Context: an optimization exercise on an open-source flow, tuned for small area and a short achievable clock period. The choices shown serve that exercise and are no tape-out recipe.
No functional check of the RTL was part of any run shown here.
Power and IR drop assume default switching activity.

## flow/design.v

```verilog
module D_ff(input clk, input reset, input d, output reg q);
	always @ (posedge clk)
	begin
		if(reset==1)
			q<=0;
		else
			q<=d;
	end
endmodule
module register32bits(input clk, input reset, input [31:0] numberIn, output [31:0] numberOut);
	D_ff d0(clk, reset, numberIn[0], numberOut[0]);
	D_ff d1(clk, reset, numberIn[1], numberOut[1]);
	D_ff d2(clk, reset, numberIn[2], numberOut[2]);
	D_ff d3(clk, reset, numberIn[3], numberOut[3]);
	D_ff d4(clk, reset, numberIn[4], numberOut[4]);
	D_ff d5(clk, reset, numberIn[5], numberOut[5]);
	D_ff d6(clk, reset, numberIn[6], numberOut[6]);
	D_ff d7(clk, reset, numberIn[7], numberOut[7]);
	D_ff d8(clk, reset, numberIn[8], numberOut[8]);
	D_ff d9(clk, reset, numberIn[9], numberOut[9]);
	D_ff d10(clk, reset, numberIn[10], numberOut[10]);
	D_ff d11(clk, reset, numberIn[11], numberOut[11]);
	D_ff d12(clk, reset, numberIn[12], numberOut[12]);
	D_ff d13(clk, reset, numberIn[13], numberOut[13]);
	D_ff d14(clk, reset, numberIn[14], numberOut[14]);
	D_ff d15(clk, reset, numberIn[15], numberOut[15]);
	D_ff d16(clk, reset, numberIn[16], numberOut[16]);
	D_ff d17(clk, reset, numberIn[17], numberOut[17]);
	D_ff d18(clk, reset, numberIn[18], numberOut[18]);
	D_ff d19(clk, reset, numberIn[19], numberOut[19]);
	D_ff d20(clk, reset, numberIn[20], numberOut[20]);
	D_ff d21(clk, reset, numberIn[21], numberOut[21]);
	D_ff d22(clk, reset, numberIn[22], numberOut[22]);
	D_ff d23(clk, reset, numberIn[23], numberOut[23]);
	D_ff d24(clk, reset, numberIn[24], numberOut[24]);
	D_ff d25(clk, reset, numberIn[25], numberOut[25]);
	D_ff d26(clk, reset, numberIn[26], numberOut[26]);
	D_ff d27(clk, reset, numberIn[27], numberOut[27]);
	D_ff d28(clk, reset, numberIn[28], numberOut[28]);
	D_ff d29(clk, reset, numberIn[29], numberOut[29]);
	D_ff d30(clk, reset, numberIn[30], numberOut[30]);
	D_ff d31(clk, reset, numberIn[31], numberOut[31]);
endmodule
module signDiffExpo(input [7:0] number1OutExpo, input [7:0] number2OutExpo, output reg [8:0] diffExpo);
	always @ (number1OutExpo or number2OutExpo)
	begin
		diffExpo=number1OutExpo-number2OutExpo;
	end
endmodule
module signToUnsign9(input [8:0] diffExpo, output reg sign, output reg [7:0] absDiff);
	always @ (diffExpo)
	begin
		sign=diffExpo[8];
		absDiff=diffExpo[7:0];
		if (sign==1)
		begin
			absDiff=~absDiff+1;
		end
	end
endmodule
module muxGreaterExpo(input [7:0] number1OutExpo, input [7:0] number2OutExpo, input sign, output reg [7:0] ResultExponent8bits);
	always @ (number1OutExpo or number2OutExpo or sign)
	begin
		case (sign)
			0:
			begin
				ResultExponent8bits=number1OutExpo;
			end
			1:
			begin
				ResultExponent8bits=number2OutExpo;
			end
		endcase
	end
endmodule
module muxInputFrac(input [24:0] in1, input [24:0] in2, input selOp, output reg [24:0] Op);
	always @ (in1 or in2 or selOp)
	begin
		case (selOp)
			0:
			begin
				Op=in1;
			end
			1:
			begin
				Op=in2;
			end
		endcase
	end
endmodule
module shiftRightOp1(input [24:0] tempOp, input [7:0] absDiff, output reg [24:0] shiftOp);
	always @ (tempOp or absDiff)
	begin
		shiftOp=tempOp>>absDiff;
	end
endmodule
module muxSign(input s1, input s2, input selSign, output reg ResultSign);
	always @ (s1 or s2 or selSign)
	begin
		case (selSign)
			0:
			begin
				ResultSign=s1;
			end
			1:
			begin
				ResultSign=s2;
			end
		endcase
	end
endmodule
module unsignToSign26b(input [24:0] in25bUnsigned, input sign, output reg [25:0] out26bSigned);
	always @ (in25bUnsigned or sign)
	begin
		out26bSigned={1'b0, in25bUnsigned};
		if (sign==1)
		begin
			out26bSigned=~out26bSigned+1;
		end
	end
endmodule
module prefixAdder25(input [24:0] x, input [24:0] y, input cin, output [24:0] s);
	wire g0_1 = x[0] & y[0];
	wire p0_1 = x[0] ^ y[0];
	wire g0_2 = x[1] & y[1];
	wire p0_2 = x[1] ^ y[1];
	wire g0_3 = x[2] & y[2];
	wire p0_3 = x[2] ^ y[2];
	wire g0_4 = x[3] & y[3];
	wire p0_4 = x[3] ^ y[3];
	wire g0_5 = x[4] & y[4];
	wire p0_5 = x[4] ^ y[4];
	wire g0_6 = x[5] & y[5];
	wire p0_6 = x[5] ^ y[5];
	wire g0_7 = x[6] & y[6];
	wire p0_7 = x[6] ^ y[6];
	wire g0_8 = x[7] & y[7];
	wire p0_8 = x[7] ^ y[7];
	wire g0_9 = x[8] & y[8];
	wire p0_9 = x[8] ^ y[8];
	wire g0_10 = x[9] & y[9];
	wire p0_10 = x[9] ^ y[9];
	wire g0_11 = x[10] & y[10];
	wire p0_11 = x[10] ^ y[10];
	wire g0_12 = x[11] & y[11];
	wire p0_12 = x[11] ^ y[11];
	wire g0_13 = x[12] & y[12];
	wire p0_13 = x[12] ^ y[12];
	wire g0_14 = x[13] & y[13];
	wire p0_14 = x[13] ^ y[13];
	wire g0_15 = x[14] & y[14];
	wire p0_15 = x[14] ^ y[14];
	wire g0_16 = x[15] & y[15];
	wire p0_16 = x[15] ^ y[15];
	wire g0_17 = x[16] & y[16];
	wire p0_17 = x[16] ^ y[16];
	wire g0_18 = x[17] & y[17];
	wire p0_18 = x[17] ^ y[17];
	wire g0_19 = x[18] & y[18];
	wire p0_19 = x[18] ^ y[18];
	wire g0_20 = x[19] & y[19];
	wire p0_20 = x[19] ^ y[19];
	wire g0_21 = x[20] & y[20];
	wire p0_21 = x[20] ^ y[20];
	wire g0_22 = x[21] & y[21];
	wire p0_22 = x[21] ^ y[21];
	wire g0_23 = x[22] & y[22];
	wire p0_23 = x[22] ^ y[22];
	wire g0_24 = x[23] & y[23];
	wire p0_24 = x[23] ^ y[23];
	wire gl1_24 = g0_24 | (p0_24 & g0_23);
	wire pl1_24 = p0_24 & p0_23;
	wire gl1_23 = g0_23 | (p0_23 & g0_22);
	wire pl1_23 = p0_23 & p0_22;
	wire gl1_22 = g0_22 | (p0_22 & g0_21);
	wire pl1_22 = p0_22 & p0_21;
	wire gl1_21 = g0_21 | (p0_21 & g0_20);
	wire pl1_21 = p0_21 & p0_20;
	wire gl1_20 = g0_20 | (p0_20 & g0_19);
	wire pl1_20 = p0_20 & p0_19;
	wire gl1_19 = g0_19 | (p0_19 & g0_18);
	wire pl1_19 = p0_19 & p0_18;
	wire gl1_18 = g0_18 | (p0_18 & g0_17);
	wire pl1_18 = p0_18 & p0_17;
	wire gl1_17 = g0_17 | (p0_17 & g0_16);
	wire pl1_17 = p0_17 & p0_16;
	wire gl1_16 = g0_16 | (p0_16 & g0_15);
	wire pl1_16 = p0_16 & p0_15;
	wire gl1_15 = g0_15 | (p0_15 & g0_14);
	wire pl1_15 = p0_15 & p0_14;
	wire gl1_14 = g0_14 | (p0_14 & g0_13);
	wire pl1_14 = p0_14 & p0_13;
	wire gl1_13 = g0_13 | (p0_13 & g0_12);
	wire pl1_13 = p0_13 & p0_12;
	wire gl1_12 = g0_12 | (p0_12 & g0_11);
	wire pl1_12 = p0_12 & p0_11;
	wire gl1_11 = g0_11 | (p0_11 & g0_10);
	wire pl1_11 = p0_11 & p0_10;
	wire gl1_10 = g0_10 | (p0_10 & g0_9);
	wire pl1_10 = p0_10 & p0_9;
	wire gl1_9 = g0_9 | (p0_9 & g0_8);
	wire pl1_9 = p0_9 & p0_8;
	wire gl1_8 = g0_8 | (p0_8 & g0_7);
	wire pl1_8 = p0_8 & p0_7;
	wire gl1_7 = g0_7 | (p0_7 & g0_6);
	wire pl1_7 = p0_7 & p0_6;
	wire gl1_6 = g0_6 | (p0_6 & g0_5);
	wire pl1_6 = p0_6 & p0_5;
	wire gl1_5 = g0_5 | (p0_5 & g0_4);
	wire pl1_5 = p0_5 & p0_4;
	wire gl1_4 = g0_4 | (p0_4 & g0_3);
	wire pl1_4 = p0_4 & p0_3;
	wire gl1_3 = g0_3 | (p0_3 & g0_2);
	wire pl1_3 = p0_3 & p0_2;
	wire gl1_2 = g0_2 | (p0_2 & g0_1);
	wire pl1_2 = p0_2 & p0_1;
	wire gl1_1 = g0_1 | (p0_1 & cin);
	wire gl2_24 = gl1_24 | (pl1_24 & gl1_22);
	wire pl2_24 = pl1_24 & pl1_22;
	wire gl2_23 = gl1_23 | (pl1_23 & gl1_21);
	wire pl2_23 = pl1_23 & pl1_21;
	wire gl2_22 = gl1_22 | (pl1_22 & gl1_20);
	wire pl2_22 = pl1_22 & pl1_20;
	wire gl2_21 = gl1_21 | (pl1_21 & gl1_19);
	wire pl2_21 = pl1_21 & pl1_19;
	wire gl2_20 = gl1_20 | (pl1_20 & gl1_18);
	wire pl2_20 = pl1_20 & pl1_18;
	wire gl2_19 = gl1_19 | (pl1_19 & gl1_17);
	wire pl2_19 = pl1_19 & pl1_17;
	wire gl2_18 = gl1_18 | (pl1_18 & gl1_16);
	wire pl2_18 = pl1_18 & pl1_16;
	wire gl2_17 = gl1_17 | (pl1_17 & gl1_15);
	wire pl2_17 = pl1_17 & pl1_15;
	wire gl2_16 = gl1_16 | (pl1_16 & gl1_14);
	wire pl2_16 = pl1_16 & pl1_14;
	wire gl2_15 = gl1_15 | (pl1_15 & gl1_13);
	wire pl2_15 = pl1_15 & pl1_13;
	wire gl2_14 = gl1_14 | (pl1_14 & gl1_12);
	wire pl2_14 = pl1_14 & pl1_12;
	wire gl2_13 = gl1_13 | (pl1_13 & gl1_11);
	wire pl2_13 = pl1_13 & pl1_11;
	wire gl2_12 = gl1_12 | (pl1_12 & gl1_10);
	wire pl2_12 = pl1_12 & pl1_10;
	wire gl2_11 = gl1_11 | (pl1_11 & gl1_9);
	wire pl2_11 = pl1_11 & pl1_9;
	wire gl2_10 = gl1_10 | (pl1_10 & gl1_8);
	wire pl2_10 = pl1_10 & pl1_8;
	wire gl2_9 = gl1_9 | (pl1_9 & gl1_7);
	wire pl2_9 = pl1_9 & pl1_7;
	wire gl2_8 = gl1_8 | (pl1_8 & gl1_6);
	wire pl2_8 = pl1_8 & pl1_6;
	wire gl2_7 = gl1_7 | (pl1_7 & gl1_5);
	wire pl2_7 = pl1_7 & pl1_5;
	wire gl2_6 = gl1_6 | (pl1_6 & gl1_4);
	wire pl2_6 = pl1_6 & pl1_4;
	wire gl2_5 = gl1_5 | (pl1_5 & gl1_3);
	wire pl2_5 = pl1_5 & pl1_3;
	wire gl2_4 = gl1_4 | (pl1_4 & gl1_2);
	wire pl2_4 = pl1_4 & pl1_2;
	wire gl2_3 = gl1_3 | (pl1_3 & gl1_1);
	wire gl2_2 = gl1_2 | (pl1_2 & cin);
	wire gl3_24 = gl2_24 | (pl2_24 & gl2_20);
	wire pl3_24 = pl2_24 & pl2_20;
	wire gl3_23 = gl2_23 | (pl2_23 & gl2_19);
	wire pl3_23 = pl2_23 & pl2_19;
	wire gl3_22 = gl2_22 | (pl2_22 & gl2_18);
	wire pl3_22 = pl2_22 & pl2_18;
	wire gl3_21 = gl2_21 | (pl2_21 & gl2_17);
	wire pl3_21 = pl2_21 & pl2_17;
	wire gl3_20 = gl2_20 | (pl2_20 & gl2_16);
	wire pl3_20 = pl2_20 & pl2_16;
	wire gl3_19 = gl2_19 | (pl2_19 & gl2_15);
	wire pl3_19 = pl2_19 & pl2_15;
	wire gl3_18 = gl2_18 | (pl2_18 & gl2_14);
	wire pl3_18 = pl2_18 & pl2_14;
	wire gl3_17 = gl2_17 | (pl2_17 & gl2_13);
	wire pl3_17 = pl2_17 & pl2_13;
	wire gl3_16 = gl2_16 | (pl2_16 & gl2_12);
	wire pl3_16 = pl2_16 & pl2_12;
	wire gl3_15 = gl2_15 | (pl2_15 & gl2_11);
	wire pl3_15 = pl2_15 & pl2_11;
	wire gl3_14 = gl2_14 | (pl2_14 & gl2_10);
	wire pl3_14 = pl2_14 & pl2_10;
	wire gl3_13 = gl2_13 | (pl2_13 & gl2_9);
	wire pl3_13 = pl2_13 & pl2_9;
	wire gl3_12 = gl2_12 | (pl2_12 & gl2_8);
	wire pl3_12 = pl2_12 & pl2_8;
	wire gl3_11 = gl2_11 | (pl2_11 & gl2_7);
	wire pl3_11 = pl2_11 & pl2_7;
	wire gl3_10 = gl2_10 | (pl2_10 & gl2_6);
	wire pl3_10 = pl2_10 & pl2_6;
	wire gl3_9 = gl2_9 | (pl2_9 & gl2_5);
	wire pl3_9 = pl2_9 & pl2_5;
	wire gl3_8 = gl2_8 | (pl2_8 & gl2_4);
	wire pl3_8 = pl2_8 & pl2_4;
	wire gl3_7 = gl2_7 | (pl2_7 & gl2_3);
	wire gl3_6 = gl2_6 | (pl2_6 & gl2_2);
	wire gl3_5 = gl2_5 | (pl2_5 & gl1_1);
	wire gl3_4 = gl2_4 | (pl2_4 & cin);
	wire gl4_24 = gl3_24 | (pl3_24 & gl3_16);
	wire pl4_24 = pl3_24 & pl3_16;
	wire gl4_23 = gl3_23 | (pl3_23 & gl3_15);
	wire pl4_23 = pl3_23 & pl3_15;
	wire gl4_22 = gl3_22 | (pl3_22 & gl3_14);
	wire pl4_22 = pl3_22 & pl3_14;
	wire gl4_21 = gl3_21 | (pl3_21 & gl3_13);
	wire pl4_21 = pl3_21 & pl3_13;
	wire gl4_20 = gl3_20 | (pl3_20 & gl3_12);
	wire pl4_20 = pl3_20 & pl3_12;
	wire gl4_19 = gl3_19 | (pl3_19 & gl3_11);
	wire pl4_19 = pl3_19 & pl3_11;
	wire gl4_18 = gl3_18 | (pl3_18 & gl3_10);
	wire pl4_18 = pl3_18 & pl3_10;
	wire gl4_17 = gl3_17 | (pl3_17 & gl3_9);
	wire pl4_17 = pl3_17 & pl3_9;
	wire gl4_16 = gl3_16 | (pl3_16 & gl3_8);
	wire pl4_16 = pl3_16 & pl3_8;
	wire gl4_15 = gl3_15 | (pl3_15 & gl3_7);
	wire gl4_14 = gl3_14 | (pl3_14 & gl3_6);
	wire gl4_13 = gl3_13 | (pl3_13 & gl3_5);
	wire gl4_12 = gl3_12 | (pl3_12 & gl3_4);
	wire gl4_11 = gl3_11 | (pl3_11 & gl2_3);
	wire gl4_10 = gl3_10 | (pl3_10 & gl2_2);
	wire gl4_9 = gl3_9 | (pl3_9 & gl1_1);
	wire gl4_8 = gl3_8 | (pl3_8 & cin);
	wire gl5_24 = gl4_24 | (pl4_24 & gl4_8);
	wire gl5_23 = gl4_23 | (pl4_23 & gl3_7);
	wire gl5_22 = gl4_22 | (pl4_22 & gl3_6);
	wire gl5_21 = gl4_21 | (pl4_21 & gl3_5);
	wire gl5_20 = gl4_20 | (pl4_20 & gl3_4);
	wire gl5_19 = gl4_19 | (pl4_19 & gl2_3);
	wire gl5_18 = gl4_18 | (pl4_18 & gl2_2);
	wire gl5_17 = gl4_17 | (pl4_17 & gl1_1);
	wire gl5_16 = gl4_16 | (pl4_16 & cin);
	assign s[0] = (x[0] ^ y[0]) ^ cin;
	assign s[1] = (x[1] ^ y[1]) ^ gl1_1;
	assign s[2] = (x[2] ^ y[2]) ^ gl2_2;
	assign s[3] = (x[3] ^ y[3]) ^ gl2_3;
	assign s[4] = (x[4] ^ y[4]) ^ gl3_4;
	assign s[5] = (x[5] ^ y[5]) ^ gl3_5;
	assign s[6] = (x[6] ^ y[6]) ^ gl3_6;
	assign s[7] = (x[7] ^ y[7]) ^ gl3_7;
	assign s[8] = (x[8] ^ y[8]) ^ gl4_8;
	assign s[9] = (x[9] ^ y[9]) ^ gl4_9;
	assign s[10] = (x[10] ^ y[10]) ^ gl4_10;
	assign s[11] = (x[11] ^ y[11]) ^ gl4_11;
	assign s[12] = (x[12] ^ y[12]) ^ gl4_12;
	assign s[13] = (x[13] ^ y[13]) ^ gl4_13;
	assign s[14] = (x[14] ^ y[14]) ^ gl4_14;
	assign s[15] = (x[15] ^ y[15]) ^ gl4_15;
	assign s[16] = (x[16] ^ y[16]) ^ gl5_16;
	assign s[17] = (x[17] ^ y[17]) ^ gl5_17;
	assign s[18] = (x[18] ^ y[18]) ^ gl5_18;
	assign s[19] = (x[19] ^ y[19]) ^ gl5_19;
	assign s[20] = (x[20] ^ y[20]) ^ gl5_20;
	assign s[21] = (x[21] ^ y[21]) ^ gl5_21;
	assign s[22] = (x[22] ^ y[22]) ^ gl5_22;
	assign s[23] = (x[23] ^ y[23]) ^ gl5_23;
	assign s[24] = (x[24] ^ y[24]) ^ gl5_24;
endmodule
module signToUnsign26(input [25:0] ALUout, output reg sign, output reg [24:0] frac);
	always @ (ALUout)
	begin
		sign=ALUout[25];
		frac=ALUout[24:0];
		if (sign==1)
		begin
			frac=~frac+1;
		end
	end
endmodule
module floatingPointAdder(input [31:0] in1, input [31:0] in2, input clk, input reset, output ResultSign1bit, output [7:0] ResultExponent8bits, output [24:0] ResultFraction25bits);
	wire [31:0] g0 = {1'b0, in2[30:0] & ~in1[30:0]};
	wire [31:0] e0 = {1'b1, ~(in2[30:0] ^ in1[30:0])};
	wire [15:0] g1, e1;
	wire [7:0]  g2, e2;
	wire [3:0]  g3, e3;
	wire [1:0]  g4, e4;
	genvar i;
	generate
		for (i = 0; i < 16; i = i + 1) begin : lv1
			assign g1[i] = g0[2*i+1] | (e0[2*i+1] & g0[2*i]);
			assign e1[i] = e0[2*i+1] & e0[2*i];
		end
		for (i = 0; i < 8; i = i + 1) begin : lv2
			assign g2[i] = g1[2*i+1] | (e1[2*i+1] & g1[2*i]);
			assign e2[i] = e1[2*i+1] & e1[2*i];
		end
		for (i = 0; i < 4; i = i + 1) begin : lv3
			assign g3[i] = g2[2*i+1] | (e2[2*i+1] & g2[2*i]);
			assign e3[i] = e2[2*i+1] & e2[2*i];
		end
		for (i = 0; i < 2; i = i + 1) begin : lv4
			assign g4[i] = g3[2*i+1] | (e3[2*i+1] & g3[2*i]);
			assign e4[i] = e3[2*i+1] & e3[2*i];
		end
	endgenerate
	wire        swap   = g4[1] | (e4[1] & g4[0]);       
	wire        same   = e4[1] & e4[0];                 
	wire        sub    = in1[31] ^ in2[31];
	wire [8:0]  d12    = {1'b0, in1[30:23]} - {1'b0, in2[30:23]};
	wire [7:0]  d21    = in2[30:23] - in1[30:23];
	wire [7:0]  absd   = d12[8] ? d21 : d12[7:0];       
	wire [7:0]  expBig = swap ? in2[30:23] : in1[30:23];
	wire [22:0] fBig   = swap ? in2[22:0] : in1[22:0];
	wire        sBig   = swap ? in2[31] : in1[31];
	wire [23:0] sSm    = {1'b1, swap ? in1[22:0] : in2[22:0]} ^ {24{sub}};
	wire [23:0] l0     = absd[0] ? {sub, sSm[23:1]}        : sSm;
	wire [23:0] l1     = absd[1] ? {{2{sub}}, l0[23:2]}    : l0;
	wire [23:0] l2     = absd[2] ? {{4{sub}}, l1[23:4]}    : l1;
	wire [23:0] l3     = absd[3] ? {{8{sub}}, l2[23:8]}    : l2;
	wire [23:0] l4     = absd[4] ? {{16{sub}}, l3[23:16]}  : l3;
	wire [23:0] sAl    = (absd[7:5] != 0) ? {24{sub}} : l4;
	reg  [7:0]  rExp;
	reg  [22:0] rBig;
	reg  [23:0] rSm;
	reg         rSub, rSign;
	always @(posedge clk) begin
		if (reset) begin
			rExp  <= 8'd0;
			rBig  <= 23'd0;
			rSm   <= 24'h800000;
			rSub  <= 1'b0;
			rSign <= 1'b0;
		end else begin
			rExp  <= expBig;
			rBig  <= fBig;
			rSm   <= sAl;
			rSub  <= sub;
			rSign <= sBig & ~(sub & same);
		end
	end
	prefixAdder25 ADD({2'b01, rBig}, {rSub, rSm}, rSub, ResultFraction25bits);
	assign ResultSign1bit       = rSign;
	assign ResultExponent8bits  = rExp;
endmodule
```

## flow/flow/run.sh

```bash
#!/bin/bash
# Standard layout with two changes: synthesis maps the logic with the ABC script
# in flow/abc_area.script (area-oriented mapping, then gate sizing), and the
# ports get a plain buf_2 as their buffer.
set -e
rm -rf scripts_mod
cp -r "$FLOW_HOME/scripts" scripts_mod
cp flow/abc_area.script scripts_mod/abc_area.script
export BUFFER_PORTS_ARGS="-buffer_cell sky130_fd_sc_hd__buf_2"
SCRIPTS_DIR=$PWD/scripts_mod bash standard.sh synth > synth.log 2>&1
bash standard.sh > standard.log 2>&1
```

## flow/flow/abc_area.script

```
strash
dch
map -a
topo
stime -c
buffer -c
upsize -c
dnsize -c
```

## flow/standard.sh

```bash
#!/bin/bash
# synth_recipe.tcl (not shown) runs the flow's synth.tcl, then flattens the netlist and writes it again
# the make line also repeats each setting of config.mk as NAME=value (left out here)
make -C /OpenROAD-flow-scripts/flow DESIGN_CONFIG=/design/flow/config.mk WORK_HOME=/design/flow/orfs CLKGATE_MAP_FILE= SYNTH_SCRIPT=/design/flow/synth_recipe.tcl "${@:-finish}"
```

## flow/config.mk

```make
export PLATFORM = sky130hd
export DESIGN_NAME = floatingPointAdder
export DESIGN_NICKNAME = floatingPointAdder
export VERILOG_FILES = /design/flow/design.v
export SDC_FILE = /design/flow/constraint.sdc
export NUM_CORES = 4
export LEC_CHECK = 0
export ABC_AREA = 1
export CAP_MARGIN = 20
export CORE_MARGIN = 2
export CORE_UTILIZATION = 40
export CTS_BUF_LIST = sky130_fd_sc_hd__clkbuf_4 sky130_fd_sc_hd__clkbuf_8
export SETUP_SLACK_MARGIN = 5
export SLEW_MARGIN = 20
```

## flow/constraint.sdc

```tcl
create_clock -name core_clock -period 11.0 [get_ports {clk}]
set_input_delay 2.2000 -clock core_clock [delete_from_list [all_inputs] [get_ports {clk}]]
set_output_delay 2.2000 -clock core_clock [all_outputs]
set_load 0.01 [all_outputs]
```

==> impl_metrics.env, run 1 <==
export IMPL_finalMaxSlewViolations=0
export IMPL_area_growth_pct=16.9
export IMPL_fin_crit_sh=0.513
export IMPL_setup_worst_path_end_class="output pin"
export IMPL_grt_usage=0.212
export IMPL_nets=1034
export IMPL_path_clk_slew_ns=0.08
export IMPL_p_total_uw=970
export IMPL_start_util=0.412
export IMPL_tns_ns=0
export IMPL_grt_max_degree=68
export IMPL_antenna_left=0
export IMPL_syn_area_mm2=0.00548
export IMPL_hold_class="in -> reg"
export IMPL_synth_cells=821
export IMPL_ir_worst_vdd_v=0.0000538
export IMPL_max_freq_ghz=0.177
export IMPL_first_iter_violations=334
export IMPL_cts_buffers=9
export IMPL_path_class="reg -> out"
export IMPL_synthDistinctLibCells=43
export IMPL_syn_nets=953
export IMPL_finalWirelength_mm=15.2
export IMPL_power_density_mw_per_mm2=151
export IMPL_yosysSeqAreaShare=0.208
export IMPL_wl_per_cell_um=14.0
export IMPL_worstPathRequired_ns=8.80
export IMPL_h_tree_depth=3
export IMPL_critPathMaxFanout=4
export IMPL_final_cell_area_mm2=0.00640
export IMPL_synth_area_per_cell_um2=6.67
export IMPL_dieArea_mm2=0.0146
export IMPL_dieWidth_um=121
export IMPL_hp_start="in2[3]"
export IMPL_cp_data_arrival_time_ns=3.44
export IMPL_row_count=42
export IMPL_vias=5528
export IMPL_preCtsSetupSlack_ns=4.70
export IMPL_startpoint="rBig[3]"
export IMPL_grt_pass1_vias=5092
export IMPL_setup_viol=0
export IMPL_port_buffer_count=99
export IMPL_fin_ws_ns=5.36
export IMPL_p_leak_uw=0.00330
export IMPL_num_io_pins=100
export IMPL_core_area_mm2=0.0133
export IMPL_min_period_ns=5.64
export IMPL_antenna_found_initial=0
export IMPL_diodes=0
export IMPL_cp_start_kind="flip-flop"
export IMPL_hold_viol=0
export IMPL_outcome="complete, no violations"
export IMPL_drv_cap=0
export IMPL_drt_first_pass_iters=5
export IMPL_die_h_um=121
export IMPL_gp_congestion=0.913
export IMPL_cts_tree="built"
export IMPL_grt_overflow_total=0
export IMPL_synth_seq_cells=57
export IMPL_cts_root_buf="clkbuf_8"
export IMPL_synth_main_ff_cell="dfxtp_1"
export IMPL_drc=0
export IMPL_dp_hpwl_mm=12.1
export IMPL_slew_headroom=0.581
export IMPL_grt_pass1_wl_mm=24.5
export IMPL_worstMarginPinSlew_ns=0.628
export IMPL_cts_sinks=57
export IMPL_place_area_mm2=0.00608
export IMPL_drive_above_1_share=0.170
export IMPL_viasPerCell=5.10
export IMPL_async_flop_share=0
export IMPL_yosysWarnings=1
export IMPL_synth_edf_count=0
export IMPL_rsz0062_at_grt="no"
export IMPL_clk_path_buf_depth=2
layout make-up:
class	instances	area [um^2]
timing repair buffer	107	559
sequential	57	1140
tap	176	220
multi-input combinational	617	3830
inverter	109	413
clock inverter	5	78.8
clock buffer	11	145
fill	1403	6890
timing repair inverter	1	7.51
report_power, final:
part / internal (uW) / switching, uW
clock: 136 / 94.4
combinational: 178 / 320
sequential: 232 / 10.3
worst max-delay path, stage by stage (launching register included):
cell     delay [ns]
dfxtp_1        0.40
ha_1           0.30
a21oi_1        0.19
nand2_2        0.09
nand3_1        0.07
nand2_1        0.09
nand3_1        0.10
nand2_2        0.07
nand3_1        0.07
nand2_1        0.08
nand3_1        0.07
nand2_1        0.08
nand3_1        0.07
nand2_1        0.08
nand3_1        0.07
nand2_1        0.08
nand3_1        0.07
nand2_1        0.08
nand3_1        0.07
nand2_1        0.09
nand3_2        0.11
nor2_4         0.04
nor4_4         0.34
xor2_1         0.21
buf_2          0.16
cell usage after synthesis (2+ instances only):
cell / count / share of area
buf_1: 3 / 0.0021
nand4_1: 5 / 0.0057
o211ai_1: 2 / 0.0027
inv_2: 7 / 0.0048
o21a_1: 2 / 0.0027
fa_1: 3 / 0.011
a21oi_1: 111 / 0.10
nor3_1: 2 / 0.0018
a221oi_1: 4 / 0.0064
buf_2: 9 / 0.0082
dfxtp_1: 57 / 0.21
a211oi_1: 3 / 0.0041
mux2i_1: 6 / 0.011
inv_1: 101 / 0.069
a31oi_1: 3 / 0.0034
o221ai_1: 2 / 0.0032
nand2_1: 134 / 0.092
xnor2_1: 2 / 0.0032
o21ai_0: 65 / 0.059
nor4_1: 3 / 0.0034
o21ai_2: 3 / 0.0048
o21bai_1: 2 / 0.0027
o21ai_1: 57 / 0.052
buf_6: 2 / 0.0041
ha_1: 63 / 0.14
nor2_1: 48 / 0.033
o31ai_1: 3 / 0.0041
nand3_1: 30 / 0.027
clkbuf_1: 24 / 0.016
xor2_1: 52 / 0.083
logic make-up after synthesis:
group,after synthesis,share of synthesized area
adders and majority gates,66,0.155
muxes,6,0.0110
DFF,57,0.208
buffers and inverters,147,0.106
xor gates and xnor gates,54,0.0864
and+or+nand+nor,225,0.167
AOI/OAI and AO/OA,266,0.267
per-layer routing:
layer | wire (um) | global-route usage | part of all wire
met1 | 7180 | 0.287 | 0.47
met2 | 6970 | 0.343 | 0.46
met3 | 765 | 0.0315 | 0.050
met4 | 284 | 0.0749 | 0.019
met5 | 0 | 0 | 0
registers in the layout (all words and copies together), names as in the netlist:
| signal | flops |
|---|---|
| rSign | 1 |
| rExp | 8 |
| rSub | 1 |
| rBig | 23 |
| rSm | 24 |
layout by cell type, fill, tap and decap left out, types with 3 or more instances in the layout:
master | Yosys | layout
fa_1 | 3 | 3
a221oi_1 | 4 | 4
clkbuf_8 | 0 | 10
nand2_1 | 134 | 131
o21ai_0 | 65 | 64
o21ai_1 | 57 | 57
a211oi_1 | 3 | 3
a21oi_1 | 111 | 110
mux2i_1 | 6 | 6
xor2_1 | 52 | 52
ha_1 | 63 | 62
buf_4 | 0 | 7
o21ai_2 | 3 | 3
buf_2 | 9 | 99
a31oi_1 | 3 | 3
nand3_1 | 30 | 29
inv_1 | 101 | 100
o31ai_1 | 3 | 3
inv_2 | 7 | 7
dfxtp_1 | 57 | 55
nand4_1 | 5 | 5
nand2_2 | 1 | 3
nor2_1 | 48 | 46
what timing repair did:
action	4_1_cts	5_1_grt
hold buffers	0	0
setup endpoints to repair	0	27
resized for setup	0	21
buffers inserted	0	1
final timing paths:
path / to / slack [ns] / depth (start not counted)
worst min-delay path: rBig[3] / 2.09 / 3
worst max-delay path: ResultFraction25bits[24] / 5.36 / 24
stage by stage:
step	cells	utilization	hold WS, ns
after floorplan	821	-	2.28
after global placement	1065	0.457	2.47
after detailed placement	1065	0.457	2.48
after CTS	1081	0.474	2.08
after global routing	1083	0.482	2.12
final	1083	0.482	2.09
==> run 2, diff against run 1 <==
--- a/flow/flow/run.sh
+++ b/flow/flow/run.sh
@@ -7,5 +7,6 @@
 cp -r "$FLOW_HOME/scripts" scripts_mod
 cp flow/abc_area.script scripts_mod/abc_area.script
 export BUFFER_PORTS_ARGS="-buffer_cell sky130_fd_sc_hd__buf_2"
+export SETUP_SLACK_MARGIN=6
 SCRIPTS_DIR=$PWD/scripts_mod bash standard.sh synth > synth.log 2>&1
 bash standard.sh > standard.log 2>&1
--- a/flow/config.mk
+++ b/flow/config.mk
@@ -10,5 +10,4 @@
 export CORE_MARGIN = 2
 export CORE_UTILIZATION = 40
 export CTS_BUF_LIST = sky130_fd_sc_hd__clkbuf_4 sky130_fd_sc_hd__clkbuf_8
-export SETUP_SLACK_MARGIN = 5
 export SLEW_MARGIN = 20
==> impl_metrics.env, run 2 <==
export IMPL_outcome="complete, no violations"
export IMPL_synth_area_per_cell_um2=6.67
export IMPL_p_leak_uw=0.00419
export IMPL_synth_seq_cells=57
export IMPL_async_flop_share=0
export IMPL_diodes=0
export IMPL_worstPathRequired_ns=8.80
export IMPL_synthDistinctLibCells=43
export IMPL_critPathMaxFanout=3
export IMPL_drv_cap=0
export IMPL_cp_data_arrival_time_ns=3.31
export IMPL_drt_first_pass_iters=6
export IMPL_path_class="reg -> out"
export IMPL_finalMaxSlewViolations=0
export IMPL_synth_cells=821
export IMPL_port_buffer_count=99
export IMPL_dieArea_mm2=0.0146
export IMPL_cp_start_kind="flip-flop"
export IMPL_cts_hold_buf=0
export IMPL_core_area_mm2=0.0133
export IMPL_cts_buffers=9
export IMPL_antenna_left=0
export IMPL_final_common_cell="nand2_1"
export IMPL_largest_reg_flops=24
export IMPL_synth_largest_area_cell="dfxtp_1"
export IMPL_cts_root_buf="clkbuf_8"
export IMPL_antenna_found_initial=0
export IMPL_h_tree_depth=3
export IMPL_ir_worst_vdd_v=0.0000668
export IMPL_tns_ns=0
export IMPL_grt_pass1_wl_mm=29.6
export IMPL_syn_area_mm2=0.00548
export IMPL_grt_pass1_vias=6050
export IMPL_top_regs="rSm: 24 flops, rBig: 23 flops, rExp: 8 flops"
export IMPL_path_clk_slew_ns=0.08
export IMPL_dr_wl_met3_mm=1.38
export IMPL_top_register="rSm"
export IMPL_synth_main_ff_cell="dfxtp_1"
export IMPL_grt_overflow_total=0
export IMPL_viasPerCell=5.43
export IMPL_synthTopCellsByCount="134 x nand2_1, 111 x a21oi_1, 101 x inv_1, 65 x o21ai_0, 63 x ha_1"
export IMPL_hold_viol=0
export IMPL_synth_edf_count=0
export IMPL_setup_worst_path_end_class="output pin"
export IMPL_worstMarginPinSlew_ns=0.836
export IMPL_wl_met2_mm=10.2
export IMPL_dr_max_layer_used="met4"
export IMPL_drive_above_1_share=0.439
export IMPL_die_h_um=121
export IMPL_synthMostInstantiatedCell="nand2_1"
export IMPL_num_io_pins=100
export IMPL_wl_per_cell_um=17.1
export IMPL_rsz0062_at_grt="yes"
export IMPL_syn_nets=953
export IMPL_clk_path_buf_depth=2
export IMPL_dp_hpwl_mm=12.1
export IMPL_row_count=42
export IMPL_most_common_layout_cells="106 x nand2_1, 99 x buf_2, 91 x inv_1"
export IMPL_gp_congestion=0.913
export IMPL_start_util=0.412
export IMPL_p_total_uw=1290
export IMPL_max_freq_ghz=0.181
export IMPL_fillers=1099
export IMPL_yosysSeqAreaShare=0.208
export IMPL_grt_max_degree=34
export IMPL_slew_headroom=0.442
export IMPL_vias=6575
export IMPL_hold_class="in -> reg"
export IMPL_finalWirelength_mm=20.7
export IMPL_netlist_area_leader_share=0.208
export IMPL_cts_tree="built"
export IMPL_power_density_mw_per_mm2=151
export IMPL_first_iter_violations=476
export IMPL_dieWidth_um=121
export IMPL_wirelength_met1_mm=8.21
export IMPL_nets=1161
export IMPL_drc=0
export IMPL_yosys_top_cells_area="dfxtp_1 21%, ha_1 14%, a21oi_1 10%, nand2_1 9.2%, xor2_1 8.3%"
export IMPL_cts_sinks=57
export IMPL_min_period_ns=5.51
export IMPL_grt_usage=0.258
export IMPL_setup_viol=0
export IMPL_area_growth_pct=56.9
export IMPL_fin_crit_sh=0.501
export IMPL_yosysWarnings=1
==> run 2: cell counts after synthesis <==
Identical to the previous run, type by type.
==> run 2: worst paths after layout <==
check,from,to,cells past startpoint
max,rSm[1],ResultFraction25bits[6],22
min,in2[3],rBig[3],3
==> run 2: kinds of logic after synthesis <==
kind of cell,Yosys count,synth area share
buffers and inverters,147,0.106
flip-flops,57,0.208
multiplexers,6,0.0110
XOR/XNOR,54,0.0864
adder cells (fa/ha/maj),66,0.155
AO/OA/AOI/OAI,266,0.267
AND/OR/NAND/NOR,225,0.167
==> run 2: metrics by stage <==
step / area, um^2 / hold slack (ns) / utilization / cells / setup slack [ns]
after CTS: 7780 / 2.08 / 0.585 / 1189 / 5.61
after global placement: 6080 / 2.47 / 0.457 / 1065 / 4.73
after floorplan: 5480 / 2.28 / - / 821 / 6.04
after detailed placement: 6080 / 2.48 / 0.457 / 1065 / 4.70
final: 8590 / 2.08 / 0.646 / 1210 / 5.49
after global routing: 8590 / 2.10 / 0.646 / 1210 / 5.44
==> run 2: timing repair <==
item	in CTS	in global routing
pin swaps	51	60
resized for setup	144	165
setup buffers	101	18
endpoints found under the setup margin	38	36
gates cloned	7	3
==> run 2: power breakdown <==
part           internal (uW)  switching, uW  leakage [uW]
combinational            354            461       0.00360
clock                    136           98.6      0.000117
sequential               232           11.9      0.000477
==> run 2: metal layers <==
metal / up-vias / global-route usage
met2: 294 / 0.449
met4: 0 / 0.105
li1: 3173 / -
met3: 82 / 0.0334
met5: - / 0
met1: 3026 / 0.319
==> run 2: layout make-up <==
type | instances | area [um^2] | share of cell area
clock buffers | 11 | 145 | 0.0169
inverters | 109 | 418 | 0.0486
repair inverters | 1 | 7.51 | 0.000873
flip-flops and latches | 57 | 1150 | 0.133
clock inverters | 5 | 78.8 | 0.00917
repair buffers | 233 | 1920 | 0.223
multi-input cells | 618 | 4660 | 0.542
well taps | 176 | 220 | 0.0256
==> run 2: worst max-delay path, stage by stage, from the launching register on <==
cell     delay (ns)
dfxtp_2        0.34
ha_4           0.26
a21oi_4        0.17
nand2_2        0.09
nand3_2        0.08
nand2_2        0.07
nand3_2        0.07
nand2_2        0.08
buf_6          0.12
buf_4          0.12
buf_4          0.12
buf_4          0.12
buf_6          0.11
buf_6          0.11
buf_4          0.11
buf_4          0.12
buf_4          0.12
buf_4          0.13
buf_6          0.10
buf_6          0.10
buf_6          0.11
xor2_2         0.14
buf_2          0.15
==> run 3, diff against run 2 <==
--- a/flow/flow/run.sh
+++ b/flow/flow/run.sh
@@ -7,6 +7,6 @@
 cp -r "$FLOW_HOME/scripts" scripts_mod
 cp flow/abc_area.script scripts_mod/abc_area.script
 export BUFFER_PORTS_ARGS="-buffer_cell sky130_fd_sc_hd__buf_2"
-export SETUP_SLACK_MARGIN=6
+export RECOVER_POWER=100
 SCRIPTS_DIR=$PWD/scripts_mod bash standard.sh synth > synth.log 2>&1
 bash standard.sh > standard.log 2>&1
--- a/flow/config.mk
+++ b/flow/config.mk
@@ -10,4 +10,5 @@
 export CORE_MARGIN = 2
 export CORE_UTILIZATION = 40
 export CTS_BUF_LIST = sky130_fd_sc_hd__clkbuf_4 sky130_fd_sc_hd__clkbuf_8
+export SETUP_SLACK_MARGIN = 5
 export SLEW_MARGIN = 20
==> impl_metrics.env, run 3 <==
export IMPL_die_h_um=121
export IMPL_cp_num_buf_inv=6
export IMPL_max_freq_ghz=0.129
export IMPL_p_leak_uw=0.00318
export IMPL_fin_hold_ws_ns=2.09
export IMPL_area_growth_pct=14.7
export IMPL_synth_edf_count=0
export IMPL_netlist_area_leader_share=0.208
export IMPL_grt_usage=0.212
export IMPL_setup_worst_path_end_class="flip-flop"
export IMPL_start_util=0.412
export IMPL_ir_worst_vdd_v=0.0000522
export IMPL_antenna_left=0
export IMPL_dieWidth_um=121
export IMPL_synthDistinctLibCells=43
export IMPL_p_total_uw=951
export IMPL_cts_root_buf="clkbuf_8"
export IMPL_rsz0062_at_grt="no"
export IMPL_holdPathEnd="rBig[3]"
export IMPL_core_area_mm2=0.0133
export IMPL_critPathMaxFanout=19
export IMPL_row_count=42
export IMPL_grt_pass1_vias=5092
export IMPL_path_class="in -> reg"
export IMPL_synth_seq_cells=57
export IMPL_clk_path_buf_depth=2
export IMPL_antenna_found_initial=0
export IMPL_min_period_ns=7.75
export IMPL_dieArea_mm2=0.0146
export IMPL_finalMaxSlewViolations=53
export IMPL_synth_largest_area_cell="dfxtp_1"
export IMPL_yosysSeqAreaShare=0.208
export IMPL_hold_viol=0
export IMPL_fin_ws_ns=3.25
export IMPL_synth_area_mux_share=0.0110
export IMPL_port_buffer_count=99
export IMPL_crit_family="compound AO/OA/AOI/OAI gates"
export IMPL_whs_path_depth=3
export IMPL_vias=5542
export IMPL_grt_pass1_wl_mm=24.5
export IMPL_cts_tree="built"
export IMPL_nets=1034
export IMPL_h_tree_depth=3
export IMPL_syn_area_mm2=0.00548
export IMPL_synthAdderAreaFrac=0.155
export IMPL_outcome="finished with violations"
export IMPL_setup_viol=0
export IMPL_worstPathRequired_ns=11.23
export IMPL_synthSimpleGateAreaFrac=0.167
export IMPL_cts_buffers=9
export IMPL_diodes=0
export IMPL_async_flop_share=0
export IMPL_synth_cells=821
export IMPL_synthXorXnorAreaFrac=0.0864
export IMPL_max_stage_delay_ns=1.79
export IMPL_wl_per_cell_um=14.0
export IMPL_final_common_cell="nand2_1"
export IMPL_first_iter_violations=330
export IMPL_yosys_top_cells_area="dfxtp_1 21%, ha_1 14%, a21oi_1 10%, nand2_1 9.2%, xor2_1 8.3%"
export IMPL_synthTopCellsByCount="134 x nand2_1, 111 x a21oi_1, 101 x inv_1, 65 x o21ai_0, 63 x ha_1"
export IMPL_top_regs="rSm: 24 flops, rBig: 23 flops, rExp: 8 flops"
export IMPL_so_violations="max-capacitance violations, max-slew violations"
export IMPL_worstPathCellList="clkbuf_1 > inv_1 > ha_1 > inv_1 > fa_1 > inv_1 > o31ai_1 > inv_1 > nor2_1 > nor2_1 > o21ai_0 > clkinvlp_2 > nand2_1 > o21ai_0 > o21ai_0 > o21ai_0 > a21oi_1 > a21oi_1"
export IMPL_fin_crit_sh=0.705
export IMPL_slew_headroom=-0.566
export IMPL_most_common_layout_cells="134 x nand2_1, 110 x a21oi_1, 100 x inv_1"
export IMPL_dp_hpwl_mm=12.1
export IMPL_cts_sinks=57
export IMPL_power_density_mw_per_mm2=151
export IMPL_drive_above_1_share=0.123
export IMPL_path_clk_slew_ns=0.08
export IMPL_grt_max_degree=68
export IMPL_finalWirelength_mm=15.2
export IMPL_worstMarginPinSlew_ns=2.32
export IMPL_viasPerCell=5.12
export IMPL_synth_compound_area_frac=0.267
export IMPL_hp_start="in2[3]"
export IMPL_num_io_pins=100
export IMPL_place_area_mm2=0.00608
export IMPL_hold_class="in -> reg"
export IMPL_largest_reg_flops=24
export IMPL_syn_nets=953
export IMPL_preCtsSetupSlack_ns=4.70
export IMPL_drt_first_pass_iters=5
export IMPL_synthMostInstantiatedCell="nand2_1"
export IMPL_tns_ns=0
export IMPL_yosysWarnings=1
export IMPL_synth_top_family_by_area="compound AO/OA/AOI/OAI gates"
export IMPL_cp_start_kind="primary input"
export IMPL_synth_area_per_cell_um2=6.67
export IMPL_slowest_stage="o21ai_0"
export IMPL_gp_congestion=0.913
export IMPL_synth_main_ff_cell="dfxtp_1"
export IMPL_drc=0
export IMPL_grt_overflow_total=0
export IMPL_cp_data_arrival_time_ns=7.98
export IMPL_cts_hold_buf=0
export IMPL_final_cell_area_mm2=0.00628
export IMPL_top_register="rSm"
export IMPL_drv_cap=2
## run 3: cell counts after synthesis
No cell type changed its count.
## run 3: kinds of logic after synthesis
kind of cell             Yosys count
buffers and inverters            147
adder cells (fa/ha/maj)           66
XOR/XNOR                          54
AO/OA/AOI/OAI                    266
multiplexers                       6
AND/OR/NAND/NOR                  225
flip-flops                        57
## run 3: per-stage QoR
step | util | cells
6_report | 0.473 | 1083
5_1_grt | 0.473 | 1083
4_1_cts | 0.474 | 1081
3_5_place_dp | 0.457 | 1065
3_3_place_gp | 0.457 | 1065
2_1_floorplan | - | 821
## run 3: worst max-delay path by stage
stage,cells past startpoint,endpoint,slack (ns),start
after CTS,26,ResultFraction25bits[24],5.05,rSm[1]
after global placement,20,rSm[3],4.73,in1[23]
after global routing,19,rSm[7],2.55,in1[23]
final,18,rSm[0],3.25,in1[23]
after detailed placement,22,rSm[12],4.70,in1[23]
after floorplan,22,ResultFraction25bits[23],6.04,rSub
## run 3: power breakdown
group	internal (uW)	switching (uW)	leakage [uW]
Clock	136	93.7	0.000117
Sequential	232	10.1	0.000477
Combinational	164	315	0.00259
## run 3: timing repair
item | 4_1_cts | 5_1_grt
setup endpoints to repair | 0 | 27
buffers inserted | 0 | 1
resized for setup | 0 | 21
## run 3: layout make-up
cell class / instances / area [um^2]
tap: 176 / 220
timing repair buffer: 107 / 513
clock buffer: 11 / 145
multi-input combinational: 617 / 3760
clock inverter: 5 / 78.8
fill: 1427 / 7010
inverter: 109 / 410
timing repair inverter: 1 / 7.51
sequential: 57 / 1140
## run 3: layer usage
| metal | wire [um] | track usage | share of wire | up-vias |
|---|---|---|---|---|
| met2 | 6900 | 0.343 | 0.45 | 143 |
| met1 | 7190 | 0.287 | 0.47 | 2467 |
| met4 | 350 | 0.0749 | 0.023 | 0 |
| met3 | 739 | 0.0315 | 0.049 | 22 |
| li1 | - | - | - | 2910 |
| met5 | 0 | 0 | 0 | - |
==> run 4, diff against run 3 <==
--- a/flow/flow/run.sh
+++ b/flow/flow/run.sh
@@ -7,6 +7,7 @@
 cp -r "$FLOW_HOME/scripts" scripts_mod
 cp flow/abc_area.script scripts_mod/abc_area.script
 export BUFFER_PORTS_ARGS="-buffer_cell sky130_fd_sc_hd__buf_2"
-export RECOVER_POWER=100
+export SETUP_SLACK_MARGIN=5.5
+export SETUP_MOVE_SEQUENCE=unbuffer,sizeup,swap
 SCRIPTS_DIR=$PWD/scripts_mod bash standard.sh synth > synth.log 2>&1
 bash standard.sh > standard.log 2>&1
--- a/flow/config.mk
+++ b/flow/config.mk
@@ -10,5 +10,4 @@
 export CORE_MARGIN = 2
 export CORE_UTILIZATION = 40
 export CTS_BUF_LIST = sky130_fd_sc_hd__clkbuf_4 sky130_fd_sc_hd__clkbuf_8
-export SETUP_SLACK_MARGIN = 5
 export SLEW_MARGIN = 20
==> impl_metrics.env, run 4 <==
export IMPL_outcome="complete, no violations"
export IMPL_core_area_mm2=0.0133
export IMPL_p_clk_frac=0.222
export IMPL_final_common_cell="nand2_1"
export IMPL_max_freq_ghz=0.184
export IMPL_vias=5585
export IMPL_dieWidth_um=121
export IMPL_power_density_mw_per_mm2=149
export IMPL_worstPathCellList="inv_1 > fa_2 > o21ai_2 > nand3_1 > nand2_2 > nand3_1 > nand2_2 > nand3_1 > nand2_2 > nand3_2 > nand2_2 > nand3_1 > nand2_2 > nand3_1 > nand2_1 > nand3_1 > nand2_2 > nand3_1 > nand2_2 > inv_2 > o31ai_4 > xnor2_1 > buf_2"
export IMPL_setup_viol=0
export IMPL_syn_nets=953
export IMPL_antenna_found_initial=0
export IMPL_drt_first_pass_iters=5
export IMPL_nets=1032
export IMPL_syn_area_mm2=0.00548
export IMPL_drv_cap=0
export IMPL_clk_path_buf_depth=2
export IMPL_top_register="rSm"
export IMPL_cts_setup_buffers=0
export IMPL_crit_cells=23
export IMPL_dieArea_mm2=0.0146
export IMPL_grt_usage=0.213
export IMPL_diodes=0
export IMPL_grt_pass1_vias=5098
export IMPL_finalMaxSlewViolations=0
export IMPL_hold_viol=0
export IMPL_cts_tree="built"
export IMPL_path_class="reg -> out"
export IMPL_yosysSeqAreaShare=0.208
export IMPL_p_int_uw=571
export IMPL_path_clk_slew_ns=0.08
export IMPL_cp_data_arrival_time_ns=3.23
export IMPL_dp_hpwl_mm=12.1
export IMPL_fin_crit_sh=0.494
export IMPL_drc=0
export IMPL_antenna_left=0
export IMPL_cts_buffers=9
export IMPL_die_h_um=121
export IMPL_gp_congestion=0.913
export IMPL_async_flop_share=0
export IMPL_preCtsSetupSlack_ns=4.70
export IMPL_hp_start="in2[3]"
export IMPL_pwr_share_comb=0.542
export IMPL_synthTopCellsByCount="134 x nand2_1, 111 x a21oi_1, 101 x inv_1, 65 x o21ai_0, 63 x ha_1"
export IMPL_slew_headroom=0.539
export IMPL_startpoint="rBig[0]"
export IMPL_port_buffer_count=99
export IMPL_slowest_stage="fa_2"
export IMPL_synth_main_ff_cell="dfxtp_1"
export IMPL_cts_hold_buf=0
export IMPL_h_tree_depth=3
export IMPL_ir_worst_vdd_v=0.0000626
export IMPL_swShare=0.446
export IMPL_power_switching_uw=459
export IMPL_synth_area_per_cell_um2=6.67
export IMPL_netlist_area_leader_share=0.208
export IMPL_hold_class="in -> reg"
export IMPL_fillers=1350
export IMPL_wl_per_cell_um=14.4
export IMPL_synthMostInstantiatedCell="nand2_1"
export IMPL_worstMarginPinSlew_ns=0.691
export IMPL_drive_above_1_share=0.282
export IMPL_grt_pass1_wl_mm=24.5
export IMPL_cts_root_buf="clkbuf_8"
export IMPL_min_period_ns=5.43
export IMPL_synth_seq_cells=57
export IMPL_cts_sinks=57
export IMPL_p_leak_uw=0.00335
export IMPL_max_stage_delay_ns=0.40
export IMPL_synth_largest_area_cell="dfxtp_1"
export IMPL_tns_ns=0
export IMPL_whs_path_depth=3
export IMPL_fin_ws_ns=5.57
export IMPL_rsz0062_at_grt="yes"
export IMPL_cp_num_buf_inv=3
export IMPL_cp_start_kind="flip-flop"
export IMPL_final_util=0.519
export IMPL_row_count=42
export IMPL_critPathMaxFanout=2
export IMPL_first_iter_violations=320
export IMPL_synth_cells=821
export IMPL_finalWirelength_mm=15.6
export IMPL_num_io_pins=100
export IMPL_synthDistinctLibCells=43
export IMPL_area_growth_pct=25.9
export IMPL_seqPwrFrac=0.236
export IMPL_viasPerCell=5.17
export IMPL_worstPathRequired_ns=8.80
export IMPL_crit_family="simple AND/OR/NAND/NOR gates"
export IMPL_grt_overflow_total=0
export IMPL_most_common_layout_cells="110 x nand2_1, 100 x a21oi_1, 97 x buf_2"
export IMPL_top_regs="rSm: 24 flops, rBig: 23 flops, rExp: 8 flops"
export IMPL_setup_worst_path_end_class="output pin"
export IMPL_synth_edf_count=0
export IMPL_start_util=0.412
export IMPL_yosysWarnings=1
export IMPL_grt_max_degree=68
export IMPL_yosys_top_cells_area="dfxtp_1 21%, ha_1 14%, a21oi_1 10%, nand2_1 9.2%, xor2_1 8.3%"
export IMPL_largest_reg_flops=24
## run 4: final timing paths
path / to / slack [ns]
min: rBig[3] / 2.09
max: ResultFraction25bits[23] / 5.57
## run 4: per-stage QoR
stage	hold slack (ns)	power (uW)	instance area (um^2)	instances
2_1_floorplan	2.28	595	5480	821
6_report	2.09	1030	6900	1081
3_3_place_gp	2.47	732	6080	1065
3_5_place_dp	2.48	730	6080	1065
5_1_grt	2.12	1110	6900	1081
4_1_cts	2.08	970	6380	1081
## run 4: cell families (layout without fill, tap and decap cells)
logic type      Yosys count  in the layout  synth area share
flops                    57             57             0.208
fa+ha+maj                66             66             0.155
simple gates            225            225             0.167
buf+inv                 147            231             0.106
compound gates          266            266             0.267
xor+xnor                 54             54            0.0864
mux                       6              6            0.0110
## run 4: layout make-up
type,instances,area (um^2),share of cell area
clock inverter,5,78.8,0.0114
inverter,109,415,0.0602
multi-input combinational,617,4290,0.622
clock buffer,11,145,0.0210
tap,176,220,0.0319
sequential,57,1150,0.166
timing repair buffer,106,597,0.0865
## run 4: power groups by stage
stage                     logic [uW]  registers, uW  clock network (uW)
after floorplan                  351            244                   0
after global placement           485            247                   0
after detailed placement         483            247                   0
after CTS                        494            243                 234
after global routing             622            245                 242
final                            559            243                 229
## run 4: layer usage
layer	vias up	GRT usage	share of wire	routed length (um)
met5	-	0	0	0
met4	0	0.0749	0.019	289
met3	21	0.0315	0.049	764
met2	130	0.344	0.46	7240
met1	2525	0.287	0.47	7300
li1	2909	-	-	-
## run 4: what timing repair did
item                       in CTS  in global routing
gates cloned                    0                  0
gates resized for setup        19                140
pin swaps                       2                 47
setup endpoints to repair      28                 28
==> run 5, diff against run 4 <==
--- a/flow/flow/run.sh
+++ b/flow/flow/run.sh
@@ -7,7 +7,5 @@
 cp -r "$FLOW_HOME/scripts" scripts_mod
 cp flow/abc_area.script scripts_mod/abc_area.script
 export BUFFER_PORTS_ARGS="-buffer_cell sky130_fd_sc_hd__buf_2"
-export SETUP_SLACK_MARGIN=5.5
-export SETUP_MOVE_SEQUENCE=unbuffer,sizeup,swap
 SCRIPTS_DIR=$PWD/scripts_mod bash standard.sh synth > synth.log 2>&1
 bash standard.sh > standard.log 2>&1
--- a/flow/config.mk
+++ b/flow/config.mk
@@ -8,6 +8,8 @@
 export ABC_AREA = 1
 export CAP_MARGIN = 20
 export CORE_MARGIN = 2
-export CORE_UTILIZATION = 40
+export CORE_UTILIZATION = 70
 export CTS_BUF_LIST = sky130_fd_sc_hd__clkbuf_4 sky130_fd_sc_hd__clkbuf_8
+export PLACE_DENSITY = 0.8
+export SETUP_SLACK_MARGIN = 5
 export SLEW_MARGIN = 20
==> impl_metrics.env, run 5 <==
export IMPL_grt_usage=0.369
export IMPL_area_growth_pct=13.4
export IMPL_grt_pass1_wl_mm=25.3
export IMPL_hold_viol=0
export IMPL_synth_area_mux_share=0.0110
export IMPL_path_class="reg -> out"
export IMPL_ir_worst_vdd_v=0.0000815
export IMPL_netlist_area_leader_share=0.208
export IMPL_grt_max_degree=79
export IMPL_multi_input_area_mm2=0.00377
export IMPL_drv_cap=0
export IMPL_grt_overflow_total=0
export IMPL_async_flop_share=0
export IMPL_grt_pass1_vias=5497
export IMPL_h_tree_depth=3
export IMPL_synth_main_ff_cell="dfxtp_1"
export IMPL_gp_congestion=1.05
export IMPL_synth_compound_area_frac=0.267
export IMPL_dieArea_mm2=0.00855
export IMPL_synth_top_family_by_area="compound AO/OA/AOI/OAI gates"
export IMPL_synthXorXnorAreaFrac=0.0864
export IMPL_fillers=569
export IMPL_power_density_mw_per_mm2=153
export IMPL_cp_start_kind="flip-flop"
export IMPL_synth_seq_cells=57
export IMPL_drt_first_pass_iters=6
export IMPL_port_buffer_count=99
export IMPL_syn_nets=953
export IMPL_antenna_left=0
export IMPL_yosysSeqAreaShare=0.208
export IMPL_final_common_cell="nand2_1"
export IMPL_dp_hpwl_mm=11.9
export IMPL_outcome="complete, no violations"
export IMPL_clk_path_buf_depth=2
export IMPL_hold_class="in -> reg"
export IMPL_p_leak_uw=0.00326
export IMPL_start_util=0.716
export IMPL_whs_path_depth=3
export IMPL_setup_viol=0
export IMPL_slew_headroom=0.396
export IMPL_top_regs="rSm: 24 flops, rBig: 23 flops, rExp: 8 flops"
export IMPL_worstMarginPinSlew_ns=0.906
export IMPL_synth_edf_count=0
export IMPL_vias=5973
export IMPL_fin_crit_sh=0.520
export IMPL_antenna_found_initial=0
export IMPL_synthSimpleGateAreaFrac=0.167
export IMPL_syn_area_mm2=0.00548
export IMPL_synthTopCellsByCount="134 x nand2_1, 111 x a21oi_1, 101 x inv_1, 65 x o21ai_0, 63 x ha_1"
export IMPL_cts_root_buf="clkbuf_8"
export IMPL_synthMostInstantiatedCell="nand2_1"
export IMPL_cts_sinks=57
export IMPL_rsz0062_at_grt="yes"
export IMPL_setup_worst_path_end_class="output pin"
export IMPL_regArea_mm2=0.00114
export IMPL_cts_buffers=9
export IMPL_diodes=0
export IMPL_path_clk_slew_ns=0.07
export IMPL_cts_tree="built"
export IMPL_num_io_pins=100
export IMPL_min_period_ns=5.72
export IMPL_row_count=32
export IMPL_tns_ns=0
export IMPL_most_common_layout_cells="134 x nand2_1, 111 x a21oi_1, 99 x inv_1, 99 x buf_2, 63 x o21ai_0"
export IMPL_finalMaxSlewViolations=0
export IMPL_synthAdderAreaFrac=0.155
export IMPL_max_freq_ghz=0.175
export IMPL_viasPerCell=5.93
export IMPL_p_total_uw=952
export IMPL_synth_area_per_cell_um2=6.67
export IMPL_drive_above_1_share=0.161
export IMPL_first_iter_violations=583
export IMPL_wl_per_cell_um=15.4
export IMPL_worstPathRequired_ns=8.80
export IMPL_core_area_mm2=0.00765
export IMPL_critPathMaxFanout=2
export IMPL_die_h_um=92.5
export IMPL_synthDistinctLibCells=43
export IMPL_dieWidth_um=92.5
export IMPL_top_register="rSm"
export IMPL_synth_cells=821
export IMPL_largest_reg_flops=24
export IMPL_yosys_top_cells_area="dfxtp_1 21%, ha_1 14%, a21oi_1 10%, nand2_1 9.2%, xor2_1 8.3%"
export IMPL_synth_largest_area_cell="dfxtp_1"
export IMPL_nets=1032
export IMPL_drc=0
export IMPL_yosysWarnings=1
export IMPL_finalWirelength_mm=15.5
export IMPL_cp_data_arrival_time_ns=3.52
[run 5: cell counts after synthesis]
Identical to the previous run, type by type.
[run 5: path summary, 6_finish.rpt]
check                   start                        to  slack [ns]
worst min-delay path  in2[14]                  rBig[14]        2.11
worst max-delay path     rSub  ResultFraction25bits[23]        5.28
[run 5: metrics by stage]
step / instance area [um^2] / util / std cells / hold WS, ns / worst slack [ns]
4_1_cts: 6170 / 0.807 / 1005 / 2.11 / 5.00
3_5_place_dp: 5970 / 0.780 / 989 / 2.47 / 4.64
6_report: 6210 / 0.812 / 1007 / 2.11 / 5.28
2_1_floorplan: 5480 / - / 821 / 2.28 / 6.04
5_1_grt: 6210 / 0.812 / 1007 / 2.11 / 4.95
3_3_place_gp: 5970 / 0.780 / 989 / 2.45 / 4.78
[run 5: routing by layer]
| metal | GRT usage | wire length [um] |
|---|---|---|
| met5 | 0 | 0 |
| met4 | 0.133 | 476 |
| met3 | 0.0911 | 1560 |
| met2 | 0.592 | 6970 |
| met1 | 0.482 | 6480 |
[run 5: cells by family (layout without fill, tap and decap cells)]
kind of cell / after synthesis / in the layout
buf+inv: 147 / 231
mux: 6 / 6
flops: 57 / 57
fa+ha+maj: 66 / 66
xor+xnor: 54 / 54
compound gates: 266 / 266
simple gates: 225 / 225
[run 5: timing repair]
item,CTS,global route
setup buffers,0,1
hold buffers,0,0
setup endpoints to repair,0,22
gates resized for setup,0,10
[run 5: report_power, final]
group          internal [uW]  leakage, uW  switching, uW
Clock                    112    0.0000987           90.7
Combinational            176      0.00269            331
Sequential               232     0.000476           10.6
Total                    520      0.00326            432
[run 5: cell type report]
type / instances / area share
Multi-Input combinational cell: 617 / 0.608
Tap cell: 102 / 0.0206
Inverter: 109 / 0.0665
Sequential cell: 57 / 0.184
Clock buffer: 11 / 0.0234
Timing Repair Buffer: 105 / 0.0877
Clock inverter: 5 / 0.00887
Timing Repair inverter: 1 / 0.00121
[run 5: worst max-delay path: stages, from the launching register on]
cell     delay (ns)
dfxtp_1        0.33
inv_1          0.11
fa_2           0.43
o21ai_2        0.16
nand3_1        0.08
nand2_1        0.11
nand3_1        0.07
nand2_1        0.10
nand3_1        0.08
nand2_1        0.10
nand3_1        0.09
nand2_1        0.11
nand3_1        0.10
nand2_1        0.11
nand3_1        0.07
nand2_1        0.10
nand3_1        0.08
nand2_1        0.10
nand3_1        0.08
nand2_1        0.11
inv_1          0.08
o31ai_1        0.27
xnor2_1        0.15
buf_2          0.14
==> run 6, diff against run 5 <==
==> flow/flow/abc_area.script (replaced) <==
strash
dch
map -D 2500
topo
stime -c
buffer -c
upsize -c -D 2500
dnsize -c -D 2500
==> impl_metrics.env, run 6 <==
export IMPL_outcome="complete, no violations"
export IMPL_worstMarginPinSlew_ns=0.727
export IMPL_synth_cells=817
export IMPL_finalMaxSlewViolations=0
export IMPL_drt_first_pass_iters=8
export IMPL_vias=5881
export IMPL_worstPathCellList="inv_1 > fa_1 > o21ai_2 > nand3_1 > nand2_1 > nand3_1 > nand2_1 > nand3_1 > nand2_1 > nand3_1 > nand2_1 > nand3_1 > nand2_1 > nand3_1 > nand2_1 > nand3_1 > nand2_1 > nand3_1 > nand2_1 > inv_1 > o31ai_2 > xnor2_1 > buf_2"
export IMPL_max_freq_ghz=0.172
export IMPL_whs_path_depth=3
export IMPL_antenna_left=0
export IMPL_wl_met2_mm=7.25
export IMPL_synth_seq_cells=57
export IMPL_setup_viol=0
export IMPL_dieWidth_um=91.8
export IMPL_core_area_mm2=0.00761
export IMPL_nets=1029
export IMPL_cts_root_buf="clkbuf_8"
export IMPL_first_iter_violations=532
export IMPL_path_clk_slew_ns=0.07
export IMPL_cts_buffers=9
export IMPL_grt_max_degree=103
export IMPL_synth_area_per_cell_um2=6.60
export IMPL_ir_worst_vdd_v=0.0000889
export IMPL_path_class="reg -> out"
export IMPL_dieArea_mm2=0.00842
export IMPL_rsz0062_at_grt="no"
export IMPL_fin_ws_ns=5.20
export IMPL_drive_above_1_share=0.149
export IMPL_clk_path_buf_depth=2
export IMPL_setup_worst_path_end_class="output pin"
export IMPL_yosys_top_cells_area="dfxtp_1 21%, ha_1 15%, o21ai_0 12%, a21oi_1 10%, nand2_1 9.5%"
export IMPL_final_common_cell="nand2_1"
export IMPL_preCtsSetupSlack_ns=4.61
export IMPL_drv_cap=0
export IMPL_yosysWarnings=1
export IMPL_largest_reg_flops=24
export IMPL_top_regs="rSm: 24 flops, rBig: 23 flops, rExp: 8 flops"
export IMPL_max_stage_delay_ns=0.50
export IMPL_cts_sinks=57
export IMPL_min_period_ns=5.80
export IMPL_tns_ns=0
export IMPL_dp_hpwl_mm=11.8
export IMPL_synthDistinctLibCells=38
export IMPL_synthMostInstantiatedCell="nand2_1"
export IMPL_netlist_area_leader_share=0.212
export IMPL_grt_pass1_vias=5442
export IMPL_synth_largest_area_cell="dfxtp_1"
export IMPL_area_growth_pct=14.9
export IMPL_dr_max_layer_used="met4"
export IMPL_slew_headroom=0.515
export IMPL_hold_class="in -> reg"
export IMPL_synth_main_ff_cell="dfxtp_1"
export IMPL_worstPathRequired_ns=8.80
export IMPL_cp_start_kind="flip-flop"
export IMPL_p_leak_uw=0.00326
export IMPL_dr_wl_met3_mm=1.02
export IMPL_syn_nets=949
export IMPL_top_register="rSm"
export IMPL_syn_area_mm2=0.00539
export IMPL_synthTopCellsByCount="136 x nand2_1, 125 x o21ai_0, 108 x a21oi_1, 100 x inv_1, 63 x ha_1"
export IMPL_power_density_mw_per_mm2=157
export IMPL_grt_usage=0.362
export IMPL_fillers=585
export IMPL_antenna_found_initial=0
export IMPL_critPathMaxFanout=2
export IMPL_diodes=0
export IMPL_viasPerCell=5.86
export IMPL_num_io_pins=100
export IMPL_cts_tree="built"
export IMPL_wl_per_cell_um=15.1
export IMPL_async_flop_share=0
export IMPL_synth_edf_count=0
export IMPL_wirelength_met1_mm=6.38
export IMPL_cts_setup_buffers=0
export IMPL_finalWirelength_mm=15.2
export IMPL_hp_start="in2[6]"
export IMPL_fin_crit_sh=0.527
export IMPL_die_h_um=91.8
export IMPL_row_count=32
export IMPL_h_tree_depth=3
export IMPL_start_util=0.709
export IMPL_cts_hold_buf=0
export IMPL_holdPathEnd="rBig[6]"
export IMPL_cp_data_arrival_time_ns=3.60
export IMPL_grt_pass1_wl_mm=24.6
export IMPL_gp_congestion=1.01
export IMPL_drc=0
export IMPL_port_buffer_count=99
export IMPL_slowest_stage="fa_1"
export IMPL_yosysSeqAreaShare=0.212
export IMPL_most_common_layout_cells="135 x nand2_1, 123 x o21ai_0, 108 x a21oi_1"
export IMPL_hold_viol=0
export IMPL_grt_overflow_total=0
run 6: cell count changes after synthesis, sizes merged, moves of 2 or more:
cell | previous run | this run
clkbuf | 24 | 28
buf | 14 | 7
nor2 | 49 | 53
a211oi | 4 | 6
or2 | 1 | 4
inv | 108 | 102
a21oi | 111 | 108
o21ai | 125 | 129
run 6: per-layer routing:
layer / global-route usage / up-vias
met5: 0 / -
met4: 0.131 / 0
met3: 0.0666 / 54
met2: 0.633 / 268
met1: 0.443 / 2664
li1: - / 2895
run 6: power breakdown:
group | switching (uW) | total, uW | internal (uW) | leakage [uW]
combinational | 312 | 480 | 167 | 0.00266
clock | 88.6 | 248 | 159 | 0.000123
sequential | 10.6 | 242 | 232 | 0.000476
run 6: stage by stage:
stage	util	instance area, um^2	instances	hold WS, ns	power [uW]
4_1_cts	0.810	6160	1004	2.11	952
5_1_grt	0.814	6200	1004	2.12	1030
3_5_place_dp	0.777	5910	988	2.46	706
6_report	0.814	6200	1004	2.12	970
3_3_place_gp	0.777	5910	988	2.46	694
2_1_floorplan	-	5390	817	2.28	575
run 6: how the worst max path moves through the flow:
stage | to | slack, ns | start
5_1_grt | ResultFraction25bits[23] | 5.02 | rSub
3_3_place_gp | rSm[0] | 4.67 | in1[23]
6_report | ResultFraction25bits[23] | 5.20 | rSub
3_5_place_dp | rSm[0] | 4.61 | in1[23]
4_1_cts | rSm[12] | 5.05 | in1[23]
2_1_floorplan | ResultFraction25bits[23] | 6.04 | rSub
run 6: layout make-up:
type,instances,area (um^2),area share
inverters,103,387,0.0624
well taps,102,128,0.0206
clock buffers,11,145,0.0234
clock inverters,5,103,0.0166
flip-flops and latches,57,1140,0.184
multi-input cells,622,3750,0.605
repair buffers,104,546,0.0880
run 6: cell families after synthesis:
group                      count (synthesis)  synth area share
AOI/OAI and AO/OA                        263             0.257
xor gates and xnor gates                  54            0.0877
adders and majority gates                 66             0.157
buffers and inverters                    138            0.0984
DFF                                       57             0.212
muxes                                      6            0.0111
and+or+nand+nor                          233             0.177
run 6: worst max-delay path, delay by kind of cell, from the launching register on:
| kind | cells | cell delay (ns) |
|---|---|---|
| xor+xnor | 1 | 0.15 |
| flops | 1 | 0.35 |
| buf+inv | 3 | 0.36 |
| fa+ha+maj | 1 | 0.50 |
| compound gates | 2 | 0.41 |
| simple gates | 16 | 1.47 |
run 6: timing repair:
action                                  4_1_cts  5_1_grt
endpoints found under the setup margin        1       22
gates resized for setup                       1       11
hold endpoints to repair                      0        0

[port drivers added, routing unchanged]
No port has a modelled driver above. Below, the same layouts with a new extraction and two added sets of constraints. Step 1 assumes that a clkbuf_16 drives the clock port and a buf_2 every other input. Step 2 times the ports against the registers' clock, not the clock port: input delays grow and output delays shrink by t, the midpoint of the rising clock arrivals with the driver on. Three values: no drivers, after step 1, after step 2; two values: the first two.
run | t (ns) | slack for setup (ns)
run 1 | 0.393 | 5.356 / 5.321 / 5.032
run 2 | 0.398 | 5.489 / 5.453 / 5.450
run 3 | 0.391 | 3.249 / 3.261 / 2.870
run 4 | 0.391 | 5.571 / 5.536 / 5.246
run 5 | 0.381 | 5.278 / 5.247 / 4.980
run 6 | 0.366 | 5.201 / 5.170 / 4.936
